From an optimization exercise on the open Yosys and OpenROAD flow, aimed at small area, a short achievable clock period and few clock cycles; shortcuts taken in it are not production practice. In this exercise RTL edits were held to simulation tests only and were not proved equivalent to the original.

## flow/design.v (module list and top-level ports; edited modules follow where they fit)
// module M1: 744 lines
module M1 (
		input logic clk,
		input logic reset,
		input logic M1_start,
		input logic [15:0] SRAM_read_data,
		output logic [17:0] M1_SRAM_Address,
		output logic [15:0] M1_SRAM_write_data,
		output logic M1_Status,
		output logic M1_SRAM_we_n
);
  // ...
==> flow/run.sh <==
#!/bin/bash
# synth_recipe.tcl (not shown) runs the flow's synth.tcl, then flattens the netlist and writes it again
# the make line also repeats each setting of config.mk as NAME=value (left out here)
make -C /OpenROAD-flow-scripts/flow DESIGN_CONFIG=/design/flow/config.mk WORK_HOME=/design/flow/orfs CLKGATE_MAP_FILE= SYNTH_SCRIPT=/design/flow/synth_recipe.tcl finish
==> flow/config.mk <==
export PLATFORM = sky130hd
export DESIGN_NAME = M1
export DESIGN_NICKNAME = M1
export VERILOG_FILES = /design/flow/design.v
export SDC_FILE = /design/flow/constraint.sdc
export NUM_CORES = 4
export LEC_CHECK = 0
export CAP_MARGIN = 20
export CORE_MARGIN = 2
export CORE_UTILIZATION = 50
export SLEW_MARGIN = 20
==> flow/constraint.sdc <==
create_clock -name core_clock -period 13.0 [get_ports {clk}]
set_input_delay 2.6000 -clock core_clock [delete_from_list [all_inputs] [get_ports {clk}]]
set_output_delay 2.6000 -clock core_clock [all_outputs]
set_load 0.01 [all_outputs]
==> results by group, run 1 <==
Global route
  • Met3 GRT Util: 2.88%
  • Largest net degree at the start of global routing: 53

Critical path
  • Worst-path cell chain: inv_1, fa_1, fa_1, fa_1, inv_1, ha_1, a21oi_1, o21ai_0, a2111oi_0, o211ai_1, a31oi_1, o21a_1, or4b_1, o311ai_1
  • Worst R2R Setup Slack: 7.90 ns
  • Most frequent CP cell: fa_1
  • CP max stage cell: edfxtp_1
  • Crit end category: register
  • Critical path arrival: 5.46 ns
  • CP max stage delay: 0.81 ns
  • Setup Crit Path Kind: reg -> reg

Yosys
  • Yosys top cell by area: edfxtp_1
  • Mapped Nets: 2,767
  • Register area share after synthesis: 36.6%
  • Cells after synthesis: 2,304
  • Main flop type after synthesis: edfxtp_1
  • Ranking of synthesized cells by area: edfxtp_1, fa_1, ha_1, inv_1, dfxtp_1

Place
  • IO Port Bufs: 54
  • DP Wirelength: 47,000 um

Layout
  • Largest register by flop count: res

Outcome
  • Run status: no timing/DRC/antenna violations

Timing
  • Fmax achieved: 196 MHz
  • Slew Viols, Final: 0

CTS
  • Clk sink count: 330
  • Clock-pin slew on the worst setup and hold paths: 0.06 ns

Floorplanning
  • Die Area: 51,000 um^2
Testbench counts, summed over its fixed seeds: cycles 1,165,020.
==> inputs of run 2 (changes only) <==
--- a/flow/design.v
+++ b/flow/design.v
@@ -20,80 +20,83 @@
 logic [6:0]  k;           
 logic [15:0] yc;          
 logic [17:0] ra;          
 logic        chv;         
 logic [7:0]  wu0, wu1, wu2, wu3, wu4, wu5, bufu;
 logic [7:0]  wv0, wv1, wv2, wv3, wv4, wv5, bufv;
 logic [15:0] yw;          
 logic [22:0] yt;          
+logic        start_r;
 logic [8:0]  pu, pv;      
+logic [20:0] ft;          
+logic [7:0]  yb;          
 logic        qu, qv;      
 logic [8:0]  pa, pb, pc;  
-logic [37:0] res;         
+logic [76:0] res;         
 logic [7:0]  b0h;
 wire run  = (mode == S_RUN);
 wire lead = (mode == S_LEAD);
 wire p0 = ph == 4'd0, p1 = ph == 4'd1, p2 = ph == 4'd2, p3 = ph == 4'd3, p4 = ph == 4'd4;
 wire p5 = ph == 4'd5, p6 = ph == 4'd6, p7 = ph == 4'd7, p8 = ph == 4'd8, p9 = ph == 4'd9;
 wire inrow = (k <= 7'd77);      
 wire last_grp = (k == 7'd79);
 wire tail = (k == 7'd80);
 wire last_row = (yc >= 16'd38400);
 wire to_lead = dummy | (last_grp & ~last_row);
-wire ys_1 = ysel[7] ^ ysel[5];
-wire ys_2 = ysel[7] & ysel[5];
-wire ys_3 = ysel[6] ^ ysel[4];
-wire ys_4 = ysel[6] & ysel[4];
-wire ys_5 = ysel[7] ^ ysel[5];
-wire ys_6 = ysel[7] & ysel[5];
-wire ys_7 = ysel[4] ^ ysel[2];
-wire ys_8 = ysel[4] & ysel[2];
-wire ys_9 = ysel[5] ^ ysel[3] ^ ysel[1];
-wire ys_10 = (ysel[5] & ysel[3]) | (ysel[5] & ysel[1]) | (ysel[3] & ysel[1]);
-wire ys_11 = ysel[6] ^ ysel[4] ^ ysel[2];
-wire ys_12 = (ysel[6] & ysel[4]) | (ysel[6] & ysel[2]) | (ysel[4] & ysel[2]);
-wire ys_13 = ~(ysel[3] ^ ysel[0]);
-wire ys_14 = ysel[3] | ysel[0];
-wire ys_15 = ~(ysel[1] ^ ys_2);
-wire ys_16 = ysel[1] | ys_2;
-wire ys_17 = ~(ysel[2] ^ ys_4);
-wire ys_18 = ysel[2] | ys_4;
-wire ys_19 = ~(ysel[6] ^ ysel[3]);
-wire ys_20 = ysel[6] | ysel[3];
-wire ys_21 = ysel[7] ^ ysel[4];
-wire ys_22 = ysel[7] & ysel[4];
-wire ys_23 = ysel[2] ^ ysel[0];
-wire ys_24 = ysel[2] & ysel[0];
-wire ys_25 = ~(ysel[3] ^ ysel[1]);
-wire ys_26 = ysel[3] | ysel[1];
-wire ys_27 = ~(ysel[0] ^ ys_7);
-wire ys_28 = ysel[0] | ys_7;
+wire ys_1 = yb[7] ^ yb[5];
+wire ys_2 = yb[7] & yb[5];
+wire ys_3 = yb[6] ^ yb[4];
+wire ys_4 = yb[6] & yb[4];
+wire ys_5 = yb[7] ^ yb[5];
+wire ys_6 = yb[7] & yb[5];
+wire ys_7 = yb[4] ^ yb[2];
+wire ys_8 = yb[4] & yb[2];
+wire ys_9 = yb[5] ^ yb[3] ^ yb[1];
+wire ys_10 = (yb[5] & yb[3]) | (yb[5] & yb[1]) | (yb[3] & yb[1]);
+wire ys_11 = yb[6] ^ yb[4] ^ yb[2];
+wire ys_12 = (yb[6] & yb[4]) | (yb[6] & yb[2]) | (yb[4] & yb[2]);
+wire ys_13 = ~(yb[3] ^ yb[0]);
+wire ys_14 = yb[3] | yb[0];
+wire ys_15 = ~(yb[1] ^ ys_2);
+wire ys_16 = yb[1] | ys_2;
+wire ys_17 = ~(yb[2] ^ ys_4);
+wire ys_18 = yb[2] | ys_4;
+wire ys_19 = ~(yb[6] ^ yb[3]);
+wire ys_20 = yb[6] | yb[3];
+wire ys_21 = yb[7] ^ yb[4];
+wire ys_22 = yb[7] & yb[4];
+wire ys_23 = yb[2] ^ yb[0];
+wire ys_24 = yb[2] & yb[0];
+wire ys_25 = ~(yb[3] ^ yb[1]);
+wire ys_26 = yb[3] | yb[1];
+wire ys_27 = ~(yb[0] ^ ys_7);
+wire ys_28 = yb[0] | ys_7;
 wire ys_29 = ~(ys_8 ^ ys_9);
 wire ys_30 = ys_8 | ys_9;
 wire ys_31 = ~(ys_10 ^ ys_11);
 wire ys_32 = ys_10 | ys_11;
 wire ys_33 = ys_1 ^ ys_12 ^ ys_13;
 wire ys_34 = (ys_1 & ys_12) | (ys_1 & ys_13) | (ys_12 & ys_13);
 wire ys_35 = ys_3 ^ ys_14 ^ ys_15;
 wire ys_36 = (ys_3 & ys_14) | (ys_3 & ys_15) | (ys_14 & ys_15);
 wire ys_37 = ys_5 ^ ys_16 ^ ys_17;
 wire ys_38 = (ys_5 & ys_16) | (ys_5 & ys_17) | (ys_16 & ys_17);
 wire ys_39 = ys_6 ^ ys_18 ^ ys_19;
 wire ys_40 = (ys_6 & ys_18) | (ys_6 & ys_19) | (ys_18 & ys_19);
 wire ys_41 = ~(ys_20 ^ ys_21);
 wire ys_42 = ys_20 | ys_21;
-wire ys_43 = ~(ysel[5] ^ ys_22);
-wire ys_44 = ysel[5] | ys_22;
-wire ys_45 = ~(ysel[6]);
-wire ys_46 = ysel[6];
-wire ys_47 = ~(ysel[7]);
-wire ys_48 = ysel[7];
-wire [24:0] ys_ra = {1'b1, ys_46, ys_44, ys_42, ys_40, ys_38, ys_36, ys_34, ys_32, ys_30, ys_28, ys_26, ys_24, 1'b1, ysel[1], ~ysel[7], ~ysel[6], ~ysel[5], ~ysel[4], ~ysel[3], ~ysel[2], ~ysel[1], ~ysel[0], 1'b0, 1'b0};
-wire [24:0] ys_rb = {ys_48, ys_47, ys_45, ys_43, ys_41, ys_39, ys_37, ys_35, ys_33, ys_31, ys_29, ys_27, ys_25, ys_23, 1'b1, ysel[0], 1'b0, 1'b0, 1'b0, 1'b0, 1'b0, 1'b0, 1'b1, 1'b0, 1'b0};
+wire ys_43 = ~(yb[5] ^ ys_22);
+wire ys_44 = yb[5] | ys_22;
+wire ys_45 = ~(yb[6]);
+wire ys_46 = yb[6];
+wire ys_47 = ~(yb[7]);
+wire ys_48 = yb[7];
+wire [24:0] ys_ra = {1'b1, ys_46, ys_44, ys_42, ys_40, ys_38, ys_36, ys_34, ys_32, ys_30, ys_28, ys_26, ys_24, 1'b1, yb[1], ~yb[7], ~yb[6], ~yb[5], ~yb[4], ~yb[3], ~yb[2], ~yb[1], ~yb[0], 1'b0, 1'b0};
+wire [24:0] ys_rb = {ys_48, ys_47, ys_45, ys_43, ys_41, ys_39, ys_37, ys_35, ys_33, ys_31, ys_29, ys_27, ys_25, ys_23, 1'b1, yb[0], 1'b0, 1'b0, 1'b0, 1'b0, 1'b0, 1'b0, 1'b1, 1'b0, 1'b0};
 wire [24:0] yt_s = ys_ra + ys_rb;
 wire sr_1 = yt[4] ^ ~pv[6];
 wire sr_2 = yt[4] & ~pv[6];
 wire sr_3 = yt[5] ^ ~pv[7] ^ pv[5];
 wire sr_4 = (yt[5] & ~pv[7]) | (yt[5] & pv[5]) | (~pv[7] & pv[5]);
 wire sr_5 = pv[3] ^ pv[0];
 wire sr_6 = pv[3] & pv[0];
 wire sr_7 = yt[6] ^ ~pv[8] ^ pv[6];
@@ -223,17 +226,16 @@
 wire sr_131 = pv[6] ^ sr_86 ^ sr_87;
 wire sr_132 = (pv[6] & sr_86) | (pv[6] & sr_87) | (sr_86 & sr_87);
 wire sr_133 = yt[22] ^ pv[7] ^ sr_88;
 wire sr_134 = (yt[22] & pv[7]) | (yt[22] & sr_88) | (pv[7] & sr_88);
 wire sr_135 = ~(pv[8]);
 wire sr_136 = pv[8];
 wire [27:0] sr_ra = {1'b1, 1'b1, sr_134, sr_132, sr_130, sr_128, sr_126, sr_124, sr_122, sr_120, sr_118, sr_116, sr_114, sr_112, sr_110, sr_108, sr_106, sr_104, sr_102, sr_100, sr_98, sr_96, sr_94, sr_92, sr_90, pv[0], ~pv[1], ~pv[0]};
 wire [27:0] sr_rb = {1'b0, sr_136, sr_135, sr_133, sr_131, sr_129, sr_127, sr_125, sr_123, sr_121, sr_119, sr_117, sr_115, sr_113, sr_111, sr_109, sr_107, sr_105, sr_103, sr_101, sr_99, sr_97, sr_95, sr_93, sr_91, sr_89, 1'b0, 1'b1};
-wire [27:0] sum_r = sr_ra + sr_rb;
 wire sg_1 = yt[13] ^ ~pu[5];
 wire sg_2 = yt[13] & ~pu[5];
 wire sg_3 = yt[14] ^ ~pu[6] ^ pu[3];
 wire sg_4 = (yt[14] & ~pu[6]) | (yt[14] & pu[3]) | (~pu[6] & pu[3]);
 wire sg_5 = yt[15] ^ ~pu[7] ^ pu[4];
 wire sg_6 = (yt[15] & ~pu[7]) | (yt[15] & pu[4]) | (~pu[7] & pu[4]);
 wire sg_7 = yt[16] ^ ~pu[8] ^ pu[5];
 wire sg_8 = (yt[16] & ~pu[8]) | (yt[16] & pu[5]) | (~pu[8] & pu[5]);
@@ -392,17 +394,16 @@
 wire sg_161 = sg_79 ^ sg_116 ^ sg_117;
 wire sg_162 = (sg_79 & sg_116) | (sg_79 & sg_117) | (sg_116 & sg_117);
 wire sg_163 = sg_81 ^ sg_118 ^ sg_119;
 wire sg_164 = (sg_81 & sg_118) | (sg_81 & sg_119) | (sg_118 & sg_119);
 wire sg_165 = sg_82 ^ sg_120 ^ sg_121;
 wire sg_166 = (sg_82 & sg_120) | (sg_82 & sg_121) | (sg_120 & sg_121);
 wire [27:0] sg_ra = {1'b1, 1'b1, sg_122, sg_164, sg_162, sg_160, sg_158, sg_156, sg_154, sg_152, sg_150, sg_148, sg_146, sg_144, sg_142, sg_140, sg_138, sg_136, sg_134, sg_132, sg_130, sg_128, sg_126, sg_124, ~pv[3], yt[0], ~pv[1], ~pv[0]};
 wire [27:0] sg_rb = {1'b0, 1'b0, sg_166, sg_165, sg_163, sg_161, sg_159, sg_157, sg_155, sg_153, sg_151, sg_149, sg_147, sg_145, sg_143, sg_141, sg_139, sg_137, sg_135, sg_133, sg_131, sg_129, sg_127, sg_125, sg_123, ~pv[2], 1'b0, 1'b1};
-wire [27:0] sum_g = sg_ra + sg_rb;
 wire sb_1 = yt[4] ^ ~pu[6];
 wire sb_2 = yt[4] & ~pu[6];
 wire sb_3 = yt[5] ^ ~pu[7] ^ ~pu[5];
 wire sb_4 = (yt[5] & ~pu[7]) | (yt[5] & ~pu[5]) | (~pu[7] & ~pu[5]);
 wire sb_5 = pu[2] ^ pu[0];
 wire sb_6 = pu[2] & pu[0];
 wire sb_7 = yt[6] ^ ~pu[8] ^ ~pu[6];
 wire sb_8 = (yt[6] & ~pu[8]) | (yt[6] & ~pu[6]) | (~pu[8] & ~pu[6]);
@@ -499,17 +500,16 @@
 wire sb_99 = ~(yt[21] ^ pu[6]);
 wire sb_100 = yt[21] | pu[6];
 wire sb_101 = yt[22] ^ pu[7];
 wire sb_102 = yt[22] & pu[7];
 wire sb_103 = ~(pu[8]);
 wire sb_104 = pu[8];
 wire [27:0] sb_ra = {1'b1, 1'b1, sb_102, sb_100, sb_98, sb_96, sb_94, sb_92, sb_90, sb_88, sb_86, sb_84, sb_82, sb_80, sb_78, sb_76, sb_74, sb_72, sb_70, sb_68, sb_66, sb_64, sb_62, sb_60, sb_58, sb_21, ~pu[1], ~pu[0]};
 wire [27:0] sb_rb = {1'b0, sb_104, sb_103, sb_101, sb_99, sb_97, sb_95, sb_93, sb_91, sb_89, sb_87, sb_85, sb_83, sb_81, sb_79, sb_77, sb_75, sb_73, sb_71, sb_69, sb_67, sb_65, sb_63, sb_61, sb_59, sb_57, 1'b0, 1'b1};
-wire [27:0] sum_b = sb_ra + sb_rb;
 wire fs_1 = pa[7] ^ pa[5];
 wire fs_2 = pa[7] & pa[5];
 wire fs_3 = pa[8] ^ pa[6];
 wire fs_4 = pa[8] & pa[6];
 wire fs_5 = pa[4] ^ pa[2];
 wire fs_6 = pa[4] & pa[2];
 wire fs_7 = pa[5] ^ pa[3] ^ pa[1];
 wire fs_8 = (pa[5] & pa[3]) | (pa[5] & pa[1]) | (pa[3] & pa[1]);
@@ -642,50 +642,54 @@
 wire fs_135 = fs_83 ^ fs_106 ^ fs_107;
 wire fs_136 = (fs_83 & fs_106) | (fs_83 & fs_107) | (fs_106 & fs_107);
 wire fs_137 = pc[7] ^ fs_84 ^ fs_108;
 wire fs_138 = (pc[7] & fs_84) | (pc[7] & fs_108) | (fs_84 & fs_108);
 wire fs_139 = ~(pc[8]);
 wire fs_140 = pc[8];
 wire [17:0] fs_ra = {1'b1, 1'b1, fs_138, fs_136, fs_134, fs_132, fs_130, fs_128, fs_126, fs_124, fs_122, fs_120, fs_118, fs_116, fs_114, fs_112, fs_110, 1'b1};
 wire [17:0] fs_rb = {1'b0, fs_140, fs_139, fs_137, fs_135, fs_133, fs_131, fs_129, fs_127, fs_125, fs_123, fs_121, fs_119, fs_117, fs_115, fs_113, fs_111, fs_109};
-wire [17:0] fir_s = fs_ra + fs_rb;
 function automatic [7:0] clip(input [11:0] s);
 	clip = s[11] ? 8'd0 : (|s[10:8]) ? 8'd255 : s[7:0];
 endfunction
 wire rq_u = res[1], rq_v = res[0];
-wire [7:0] c_r = rq_v ? 8'd0 : clip(res[37:26]);
-wire [7:0] c_g = (rq_u | rq_v) ? 8'd0 : clip(res[25:14]);
-wire [7:0] c_b = rq_u ? 8'd0 : clip(res[13:2]);
+wire [11:0] s_r = res[76:65] + res[64:53] + {11'd0, res[52]};
+wire [11:0] s_g = res[51:40] + res[39:28] + {11'd0, res[27]};
+wire [11:0] s_b = res[26:15] + res[14:3] + {11'd0, res[2]};
+wire [7:0] c_r = rq_v ? 8'd0 : clip(s_r);
+wire [7:0] c_g = (rq_u | rq_v) ? 8'd0 : clip(s_g);
+wire [7:0] c_b = rq_u ? 8'd0 : clip(s_b);
 wire nx_rd_y = run & (p2 | p6);
 wire nx_rd_u = (run & (p0 | (p9 & to_lead))) | (lead & p3);
 wire nx_rd_v = (run & p1) | (lead & (p0 | p4));
 wire nx_wr_cur  = run & ~dummy & ~tail & (p5 | p7 | p8);
 wire nx_wr_prev = ~first & ((run & ((p9 & ~to_lead) | p3 | p4)) | (lead & p8));
 wire nx_wr   = nx_wr_cur | nx_wr_prev;
 wire [1:0] uv_d = lead ? {1'b0, p3 | p4} : (p9 ? 2'd0 : 2'd2);
-wire [14:0] uvw = yc[15:1] + {13'd0, uv_d};
-wire [17:0] nx_uva = (nx_rd_u ? U_START_ADDRESS : V_START_ADDRESS) + {3'd0, uvw};
+wire [17:0] uv_base = (nx_rd_u ? U_START_ADDRESS : V_START_ADDRESS) + {16'd0, uv_d};
+wire [17:0] nx_uva = uv_base + {3'd0, yc[15:1]};
 always_ff @(posedge clk) begin
 	if (nx_rd_y)                  M1_SRAM_Address <= {2'b00, yc};
 	else if (nx_rd_u | nx_rd_v)   M1_SRAM_Address <= nx_uva;
 	else                          M1_SRAM_Address <= ra;
 	if (run & (p3 | p7))      M1_SRAM_write_data <= {b0h, c_r};
 	else if (run & (p4 | p8)) M1_SRAM_write_data <= {c_g, c_b};
 	else                  M1_SRAM_write_data <= {c_r, c_g};
 end
 always_ff @(posedge clk or negedge reset) begin
 	if (~reset) begin
+		start_r <= 1'b0;
 		mode <= S_IDLE; dummy <= 1'b0; first <= 1'b0; ph <= 4'd0; k <= 7'd0; chv <= 1'b0;
 		yc <= 16'd0; ra <= RGB_START_ADDRESS; M1_Status <= 1'b0; M1_SRAM_we_n <= 1'b1;
 	end else begin
 		M1_SRAM_we_n <= ~nx_wr;
-		chv <= run & (p3 | p7);
+		start_r <= M1_start;
+		chv <= run & (p2 | p6);
 		case (mode)
-		S_IDLE: if (M1_start) begin
+		S_IDLE: if (start_r) begin
 			mode <= S_RUN; dummy <= 1'b1; first <= 1'b1; ph <= 4'd6; k <= 7'd0;
 			yc <= 16'd0; ra <= RGB_START_ADDRESS; M1_Status <= 1'b0;
 		end
 		S_RUN: begin
 			if (nx_rd_y) yc <= yc + 16'd1;
 			if (nx_wr) ra <= ra + 18'd1;
 			if (p5 & ~dummy) first <= 1'b0;
 			if (p4 & tail) M1_Status <= 1'b1;
@@ -727,20 +731,28 @@
 wire [7:0] fe = chv ? wv4 : wu4;
 wire [7:0] ff = chv ? wv5 : wu5;
 always_ff @(posedge clk) begin
 	pa <= {1'b0, fa} + {1'b0, ff};
 	pb <= {1'b0, fb} + {1'b0, fe};
 	pc <= {1'b0, fc} + {1'b0, fd};
 end
 wire ld_even = run & (p0 | p6);
-wire [7:0] ysel = (p3 | p7) ? yw[15:8] : yw[7:0];
+wire [8:0] nu9 = ld_even ? {1'b0, wu2} : fir_t[8:0];
+wire [8:0] nv9 = ld_even ? {1'b0, wv2} : fir_t[8:0];
+wire [8:0]  fs_lo = {1'b0, fs_ra[7:0]} + {1'b0, fs_rb[7:0]};
+wire [16:0] sr_lo = {1'b0, sr_ra[15:0]} + {1'b0, sr_rb[15:0]};
+wire [16:0] sg_lo = {1'b0, sg_ra[15:0]} + {1'b0, sg_rb[15:0]};
+wire [16:0] sb_lo = {1'b0, sb_ra[15:0]} + {1'b0, sb_rb[15:0]};
+wire [9:0]  fir_t = ft[20:11] + ft[10:1] + {9'd0, ft[0]};
 always_ff @(posedge clk) begin
-	if (ld_even)            begin pu <= {1'b0, wu2}; qu <= 1'b0; end
-	else if (run & (p4 | p8)) begin pu <= fir_s[16:8]; qu <= fir_s[17]; end
-	if (ld_even)            begin pv <= {1'b0, wv2}; qv <= 1'b0; end
-	else if (run & (p5 | p9)) begin pv <= fir_s[16:8]; qv <= fir_s[17]; end
+	ft <= {fs_ra[17:8], fs_rb[17:8], fs_lo[8]};
+	if (ld_even | (run & (p4 | p8))) begin pu <= nu9; qu <= ~ld_even & fir_t[9]; end
+	if (ld_even | (run & (p5 | p9))) begin pv <= nv9; qv <= ~ld_even & fir_t[9]; end
+	if (run & (p2 | p6)) yb <= yw[15:8];
+	else if (run & (p4 | p8)) yb <= yw[7:0];
 	if (run & (p5 | p9)) yw <= SRAM_read_data;
 	if (run & (p3 | p5 | p7 | p9)) yt <= yt_s[24:2];
-	if (run & (p0 | p4 | p6 | p8)) res <= {sum_r[27:16], sum_g[27:16], sum_b[27:16], qu, qv};
+	if (run & (p0 | p4 | p6 | p8)) res <= {sr_ra[27:16], sr_rb[27:16], sr_lo[16], sg_ra[27:16], sg_rb[27:16], sg_lo[16],
+	                                          sb_ra[27:16], sb_rb[27:16], sb_lo[16], qu, qv};
 	if (run & (p5 | p9)) b0h <= c_b;
 end
 endmodule
==> run 2 against run 1 <==
Effect of this change: maximum frequency grew 21%; wire length shrank 2.9%; register-to-register slack gained 1.1 ns; clock skew shrank 0.0041 ns; first-iteration DRC count shrank 18%; global-route usage shrank 1.6 points; largest cell class unchanged; highest routed layer unchanged.
==> results by group, run 2 <==
Floorplanning
  • Die X-Extent: 230 um (was 226 um)
  • Die height: 230 um (was 226 um)
  • Core area: 50,300 um^2 (was 48,700 um^2)
  • # rows: 82 (was 81)
  • Die Area: 52,900 um^2 (was 51,000 um^2)
  • Starting Density: 50.8% (was 50.5%)
  • IO Pins: 55 (unchanged)

Critical path
  • Reg2reg start: mode[1]$_DFFE_PN0P_ (was pv[5]$_DFFE_PP_)
  • Worst Setup SP: M1_SRAM_we_n$_DFF_PN1_ (was pv[5]$_DFFE_PP_)
  • R2r endpoint: M1_SRAM_Address[16]$_SDFF_PP0_ (was res[33]$_DFFE_PP_)
  • R2R cell count: 15 (was 14)
  • Setup Crit Path Kind: reg -> out (was reg -> reg)
  • WP buf/inv: 1 (was 2)
  • Crit path max-delay family: buffers and inverters (was adder cells)
  • Worst EP required: 10.40 ns (was 13.36 ns)
  • CP max stage cell: clkdlybuf4s50_1 (was edfxtp_1)
  • Largest fanout on the critical path: 1 (was 10)
  • Crit end category: primary output (was register)
  • Critical path arrival: 1.62 ns (was 5.46 ns)
  • CP max stage delay: 0.53 ns (was 0.81 ns)
  • Worst R2R Setup Slack: 8.99 ns (was 7.90 ns)
  • Worst-path cell chain: clkdlybuf4s50_1 (was inv_1, fa_1, fa_1, fa_1, inv_1, ha_1, a21oi_1, o21ai_0, a2111oi_0, o211ai_1, a31oi_1, o21a_1, or4b_1, o311ai_1)
  • Worst setup SP type: register (unchanged)

Place
  • Final GP Congestion: 0.895 (was 0.928)
  • DP Worst Slack: 9.06 ns (was 7.87 ns)
  • DP Wirelength: 45,600 um (was 47,000 um)
  • IO Port Bufs: 54 (unchanged)

Yosys
  • Cells after synthesis: 2,291 (was 2,304)
  • Post-synth EDFFs: 254 (was 213)
  • Synth async-reset ratio: 13.7% (was 15.8%)
  • Yosys top cell by area: edfxtp_1 (unchanged)
  • Mean Syn Cell Area: 11.1 um^2 (was 10.7 um^2)
  • Most frequent cell after synthesis: inv_1 (unchanged)
  • Ranking of synthesized cells by area: edfxtp_1, fa_1, ha_1, inv_1, dfxtp_1 (unchanged)
  • Main flop type after synthesis: edfxtp_1 (unchanged)
  • Synth top area share: 29.9% (was 26.0%)
  • Number of synthesized register bits: 386 (was 330)
  • Synth unique cells: 87 (was 82)
  • Mapped Area: 25,500 um^2 (was 24,600 um^2)
  • Register area share after synthesis: 41.3% (was 36.6%)
  • Mapped Nets: 2,753 (was 2,767)
  • Ys Warns: 1 (unchanged)
  • Post-synth top cells: inv_1, edfxtp_1, ha_1 (was inv_1, ha_1, edfxtp_1)

Layout
  • Fraction of layout cells with a size suffix above 1: 6.66% (was 7.11%)
  • Most frequent cells in the layout: inv_1, edfxtp_1, ha_1, fa_1, nand2_1 (was inv_1, ha_1, edfxtp_1, fa_1, nand2_1)
  • Largest register FFs: 67 (was 38)
  • Largest register by flop count: res (unchanged)
  • Diodes inserted: 0 (unchanged)
  • NumNets Final: 2,818 (was 2,823)
  • Util after Layout: 56.2% (was 55.6%)
  • Biggest regs: res: 67 flops, yt: 23 flops (was res: 38 flops, yt: 23 flops)
  • Commonest non-fill, non-tap cell in the layout: inv_1 (unchanged)
  • Area grow syn2layout: 10.7% (was 10.3%)

Timing
  • Final min period: 4.22 ns (was 5.10 ns)
  • Fmax achieved: 237 MHz (was 196 MHz)
  • RSZ-0062 raised after global routing: no (unchanged)
  • Setup TNS: 0 ns (unchanged)
  • Fin worst setup slack: 8.78 ns (was 7.90 ns)
  • Final Skew: 0.0254 ns (was 0.0295 ns)
  • Max-slew headroom: 38.6% (was 27.9%)
  • Final hold viol count: 0 (unchanged)
  • Final worst-path cycle share: 32.5% (was 39.2%)
  • Setup violators final: 0 (unchanged)
  • Slew Viols, Final: 0 (unchanged)
  • Worst Tran Pin Value: 0.920 ns (was 1.08 ns)
  • Hold WS: 0.402 ns (was 0.441 ns)

Global route
  • Vias in the first global route: 16,800 (was 16,900)
  • Largest net degree at the start of global routing: 68 (was 53)
  • Grt total ovfl: 0 (unchanged)
  • Initial antenna violation count: 0 (unchanged)
  • First-pass GRT wire length: 92,400 um (was 94,900 um)
  • Total track usage: 22.6% (was 24.2%)

CTS
  • Clk sink count: 386 (was 330)
  • Setup bufs post-CTS: 0 (unchanged)
  • Clock-pin slew on the worst setup and hold paths: 0.06 ns (about the same)
  • Clk Latency, worst-skew pair: 0.58 ns (was 0.57 ns)
  • Clock root cell: clkbuf_16 (unchanged)
  • Cts bufs inserted: 43 (was 39)
  • Hold_buf cts: 0 (unchanged)
  • CTS max path bufs: 3 (unchanged)
  • CTS H-tree depth: 2 (unchanged)
  • CTS tree: built (unchanged)
  • Resize count post-CTS: 0 (unchanged)

Min path
  • HP Start: pc[8]$_DFF_P_ (was wv3[7]$_DFFE_PP_)
  • Hold path depth: 0 (unchanged)
  • Worst Hold Class: reg -> reg (unchanged)
  • Hold path endpoint: ft[9]$_DFF_P_ (was wv2[7]$_DFFE_PP_)

Drt
  • Antenna-violating nets left: 0 (unchanged)
  • DR pass1 iterations: 7 (was 5)
  • DRC errors left: 0 (unchanged)
  • Drt wl/cell: 18.8 um (was 19.4 um)
  • Met3 Wirelength: 2050 um (was 2120 um)
  • WL met1: 25,300 um (was 28,800 um)
  • Vias per cell: 5.25 (was 5.35)
  • DR iter-0 viols: 880 (was 1,079)
  • Via count of the routed design: 16,100 (was 16,400)
  • Metal2 WL: 28,400 um (was 27,300 um)
  • DRT Wirelength: 57,600 um (was 59,300 um)
  • DR top layer: met4 (unchanged)

Outcome
  • Run status: no timing/DRC/antenna violations (unchanged)

Job
  • Max-Cap Viols: 0 (unchanged)
-- run 2: kinds of logic after synthesis --
kind of cell,Yosys count,share of synthesized area [%]
adders and majority gates,443,27.9
DFF,386,41.3
buffers and inverters,491,7.29
muxes,66,2.83
xor gates and xnor gates,89,3.05
AOI/OAI and AO/OA,350,8.89
and+or+nand+nor,466,8.74
-- run 2: layer usage --
metal,vias to the layer above,GRT usage [%]
li1,7762,-
met1,7942,29.4
met2,282,39.0
met3,85,3.20
met4,0,7.16
met5,-,0
-- run 2: cell type report --
cell class | instances | area [um^2]
Sequential cell | 386 | 10500
Inverter | 446 | 1670
Multi-Input combinational cell | 1414 | 13100
Clock buffer | 55 | 1200
Clock inverter | 23 | 226
Fill cell | 4353 | 22000
Timing Repair Buffer | 65 | 618
Tap cell | 672 | 841
-- run 2: worst max-delay path by stage --
stage | slack (ns) | cells past startpoint | to
detailed placement | 9.06 | 15 | M1_SRAM_Address[16]$_SDFF_PP0_
CTS | 8.74 | 1 | M1_SRAM_we_n
global route | 8.61 | 15 | M1_SRAM_Address[16]$_SDFF_PP0_
floorplan | 8.37 | 7 | wv0[0]$_DFFE_PP_
global placement | 9.18 | 12 | res[27]$_DFFE_PP_
finish | 8.78 | 1 | M1_SRAM_we_n
-- run 2: metrics by stage --
step                      instance area, um^2  instances
after global placement                  26800       2982
after floorplan                         25500       2291
final                                   28300       3061
after global routing                    28300       3061
after CTS                               28200       3060
after detailed placement                26800       2982
Testbench counts of run 2, summed over its fixed seeds: cycles 1,165,026.

==> static timing again, ports no longer ideal <==
The results above use ideal ports. As a check the final layouts listed here were re-extracted and re-timed, cells and wires unchanged. Step 1 assumes that a clkbuf_16 drives the clock port and a buf_2 every other input. Step 2 times the ports against the registers' clock, not the clock port: input delays grow and output delays shrink by t, the midpoint of the rising clock arrivals with the driver on. Slacks: no drivers / after step 1 / after step 2; pairs: no drivers / after step 1.
| run | t (ns) | setup slack, ns | worst register clock-pin slew, ns | worst data-port slew with drivers (ns) | pins driven straight from the clock port |
|---|---|---|---|---|---|
| run 1 | 0.615 | 7.903 / 7.903 / 7.903 | 0.06 / 0.06 | 0.04 | 1 |
| run 2 | 0.619 | 8.781 / 8.724 / 8.990 | 0.07 / 0.07 | 0.04 | 1 |
After both steps setup and hold are still met in every run listed.
